What follows belongs to an exercise in optimizing a design on an open flow for small area, a short achievable clock period and few clock cycles per item; a production flow would make more cautious choices.
At most, simulation tests tie the RTL to the original design; equivalence was not proved.
No activity file was given, so power comes from the tool's default toggle rates.

// mult32x32
module mult32x32 (
    input logic clk,             
    input logic reset,           
    input logic start,           
    input logic [31:0] a,        
    input logic [31:0] b,        
    output logic busy,           
    output logic [63:0] product  
);
logic upd_prod;
mult32x32_arith arith(.clk(clk),
                      .reset(reset),
                      .a(a),
                      .b(b),
                      .upd_prod(upd_prod),
                      .product(product));
mult32x32_fsm fsm(.start(start),
                  .busy(busy),
                  .upd_prod(upd_prod));
endmodule
clock: 12.0 ns
lec_check: 0
cap_margin: 20
core_margin: 2
core_utilization: 40
slew_margin: 20
synth_hierarchical: 1
synth_minimum_keep_size: 0
standard.sh (not shown) runs the stock make flow with config.mk's settings and CLKGATE_MAP_FILE= SYNTH_SCRIPT=/design/flow/synth_recipe.tcl, a recipe that flattens the netlist after the stock synthesis.
==> flow/flow/run.sh <==
#!/bin/bash
# Standard ORFS layout, with a plain buffer on each port and a tighter
# setup target for repair_timing.
set -euo pipefail
export BUFFER_PORTS_ARGS="-buffer_cell sky130_fd_sc_hd__buf_4"
export SETUP_SLACK_MARGIN=5.5
bash standard.sh > standard.log 2>&1
The baseline passed the timing, design-rule and antenna checks.
Testbench counts at the start, summed over its fixed seeds: cycles 3,200, items 3,200.
Edit:
==> flow/flow/run.sh (replaced) <==
#!/bin/bash
# Standard ORFS layout, with a plain buffer on each port and a tighter
# setup target for repair_timing.
set -euo pipefail
export BUFFER_PORTS_ARGS="-buffer_cell sky130_fd_sc_hd__buf_2"
export SETUP_SLACK_MARGIN=5.5
bash standard.sh > standard.log 2>&1
--- a/flow/config.mk
+++ b/flow/config.mk
@@ -12,2 +12,3 @@
 export SYNTH_HIERARCHICAL = 1
 export SYNTH_MINIMUM_KEEP_SIZE = 0
+export TNS_END_PERCENT = 30
After rerunning: The new run completed without violations; global-route usage decreases by 1.2 points; power decreases by 3.3%; clock skew does not change; non-clock buffer count increases by 11; worst setup slack gets better by 0.021 ns; via count decreases by about 0.6%.
Edit:
==> flow/flow/run.sh (replaced) <==
#!/bin/bash
# Standard ORFS layout, with a plain buffer on each port and a tighter
# setup target for repair_timing.
set -euo pipefail
export BUFFER_PORTS_ARGS="-buffer_cell sky130_fd_sc_hd__buf_1"
export SETUP_SLACK_MARGIN=5.5
bash standard.sh > standard.log 2>&1
--- a/flow/config.mk
+++ b/flow/config.mk
@@ -12,3 +12,2 @@
 export SYNTH_HIERARCHICAL = 1
 export SYNTH_MINIMUM_KEEP_SIZE = 0
-export TNS_END_PERCENT = 30
What happened:
- The changed run finished with timing, DRC and antenna clean
- power barely changes
- critical path depth does not change
- count of clock-buffer cells in the layout is unchanged
- worst setup slack is worse by 0.030 ns
- maximum frequency drops by about 0.46%
- routed wire length climbs by about 4.5%
- synthesized cell count is unchanged

---

mult32x32, a different RTL version from the one above (not shown whole).
Size in the first run: roughly 130 I/O pins, about 27,000 um2 of cells after synthesis.
Settings: LEC_CHECK=0, CAP_MARGIN=20, CORE_MARGIN=2, CORE_UTILIZATION=40, SLEW_MARGIN=20, SYNTH_HIERARCHICAL=1, SYNTH_MINIMUM_KEEP_SIZE=0; clock period 12.0 ns.
==> flow/flow/run.sh <==
#!/bin/bash
# Standard ORFS layout, with a plain buffer on each port and a tighter
# setup target for repair_timing.
set -euo pipefail
export BUFFER_PORTS_ARGS="-buffer_cell sky130_fd_sc_hd__buf_2"
export SETUP_SLACK_MARGIN=5.5
bash standard.sh > standard.log 2>&1
The first run completed with no timing, DRC or antenna violations.
Then changed:
--- a/flow/flow/run.sh
+++ b/flow/flow/run.sh
@@ -4,4 +4,4 @@
 set -euo pipefail
 export BUFFER_PORTS_ARGS="-buffer_cell sky130_fd_sc_hd__buf_2"
-export SETUP_SLACK_MARGIN=5.5
+export SETUP_SLACK_MARGIN=6.0
 bash standard.sh > standard.log 2>&1
Total power climbs by a little under a tenth.
Hold slack gets better by 0.0090 ns.
Global-route usage rises by 3.5 points.
No functional check of the RTL was part of any run of this note.

---

mult32x32 with an RTL version that a note above also has.
Size: ~2500 cells after synthesis, about 130 flip-flops, about 130 I/O pins, roughly 0.027 mm^2 of cells after synthesis.
## mult32x32
module mult32x32 (
    input logic clk,             
    input logic reset,           
    input logic start,           
    input logic [31:0] a,        
    input logic [31:0] b,        
    output logic busy,           
    output logic [63:0] product  
);
Settings: LEC_CHECK=0, CAP_MARGIN=20, CORE_MARGIN=2, CORE_UTILIZATION=40, CTS_BUF_LIST=sky130_fd_sc_hd__clkbuf_4 sky130_fd_sc_hd__clkbuf_8, SLEW_MARGIN=20, SYNTH_HIERARCHICAL=1, SYNTH_MINIMUM_KEEP_SIZE=0; clock period 12.0 ns.
==> flow/flow/run.sh <==
#!/bin/bash
# Standard ORFS layout, with a plain buffer on each port and a tighter
# setup target for repair_timing.
set -euo pipefail
export BUFFER_PORTS_ARGS="-buffer_cell sky130_fd_sc_hd__buf_2"
export SETUP_SLACK_MARGIN=5.5
bash standard.sh > standard.log 2>&1
The baseline completed with no timing, DRC or antenna violations.
Testbench counts at the start, summed over its fixed seeds: cycles 3,200, items 3,200.
Change:
--- a/flow/flow/run.sh
+++ b/flow/flow/run.sh
@@ -5,3 +5,3 @@
 export BUFFER_PORTS_ARGS="-buffer_cell sky130_fd_sc_hd__buf_2"
-export SETUP_SLACK_MARGIN=5.5
+export SETUP_SLACK_MARGIN=5.75
 bash standard.sh > standard.log 2>&1
--- a/flow/config.mk
+++ b/flow/config.mk
@@ -10,3 +10,2 @@
 export CORE_UTILIZATION = 40
-export CTS_BUF_LIST = sky130_fd_sc_hd__clkbuf_4 sky130_fd_sc_hd__clkbuf_8
 export SLEW_MARGIN = 20
=>
- maximum frequency goes up by 3.4%
- clock skew stays the same
- setup slack improves by 0.21 ns
- final area climbs by 6.4%
- routed wire length increases by 7.1%
- synthesized cell count does not change
- core utilization went up by 2.9 points
Change:
--- a/flow/flow/run.sh
+++ b/flow/flow/run.sh
@@ -5,3 +5,3 @@
 export BUFFER_PORTS_ARGS="-buffer_cell sky130_fd_sc_hd__buf_2"
-export SETUP_SLACK_MARGIN=5.75
+export SETUP_SLACK_MARGIN=5.6
 bash standard.sh > standard.log 2>&1
--- a/flow/config.mk
+++ b/flow/config.mk
@@ -10,2 +10,3 @@
 export CORE_UTILIZATION = 40
+export CTS_BUF_LIST = sky130_fd_sc_hd__clkbuf_4 sky130_fd_sc_hd__clkbuf_8
 export SLEW_MARGIN = 20
Worst setup slack loses 0.13 ns; register-to-register slack hardly moves; total power fell by 3.5%; hold slack hardly moves; die area stays the same; routed wire length came out lower by 5.3%; critical path depth rose by 3; sequential power barely changes; area after synthesis does not change; global-route usage fell by 0.95 points.
Change:
--- a/flow/flow/run.sh
+++ b/flow/flow/run.sh
@@ -5,3 +5,3 @@
 export BUFFER_PORTS_ARGS="-buffer_cell sky130_fd_sc_hd__buf_2"
-export SETUP_SLACK_MARGIN=5.6
+export SETUP_SLACK_MARGIN=5.25
 bash standard.sh > standard.log 2>&1
--- a/flow/config.mk
+++ b/flow/config.mk
@@ -10,3 +10,2 @@
 export CORE_UTILIZATION = 40
-export CTS_BUF_LIST = sky130_fd_sc_hd__clkbuf_4 sky130_fd_sc_hd__clkbuf_8
 export SLEW_MARGIN = 20
What happened: Non-clock buffer count went down by 11. Sequential cell count is unchanged. Cell count went down by 0.37%. Area after synthesis does not change. Register-to-register slack degrades by 0.03 ns. Clock skew is unchanged. Global-route usage went up by 1.3 points.

==> what the ideal ports hide <==
How much do the figures lean on ideal ports? The routed layouts below were timed once more, with nothing changed but the port constraints. Step 1: set_driving_cell puts a clkbuf_16 on clk and a buf_2 on each other input, an assumption about the parent block. Step 2, shift: input delay + t, output delay - t, t = (earliest + latest rising clock arrival at the registers) / 2. This alone moves slack from input paths to output paths. Slacks: ideal / step 1 / step 2; pairs: ideal / step 1.
| run | shift t [ns] | setup WS [ns] | worst slew at a driven data input, ns |
|---|---|---|---|
| the first run of note 1 | 0.503 | 5.537 / 5.556 / 5.053 | 0.08 |
| the second run of note 1 | 0.503 | 5.557 / 5.572 / 5.081 | 0.06 |
| the third run of note 1 | 0.491 | 5.528 / 5.562 / 5.070 | 0.07 |
| the first run of note 2 | 0.514 | 5.516 / 5.560 / 5.046 | 0.11 |
| the second run of note 2 | 0.532 | 5.750 / 5.763 / 5.231 | 0.18 |
| the first run of note 3 | 0.545 | 5.563 / 5.592 / 5.047 | 0.07 |
| the second run of note 3 | 0.502 | 5.777 / 5.775 / 5.303 | 0.04 |
| the third run of note 3 | 0.536 | 5.650 / 5.680 / 5.144 | 0.05 |
| the fourth run of note 3 | 0.528 | 5.394 / 5.382 / 4.868 | 0.09 |
After both steps every run listed still meets setup and hold. The setup slack of the fourth run of note 3, which loses most, moves by -0.012 ns with the drivers and by -0.526 ns with both steps.
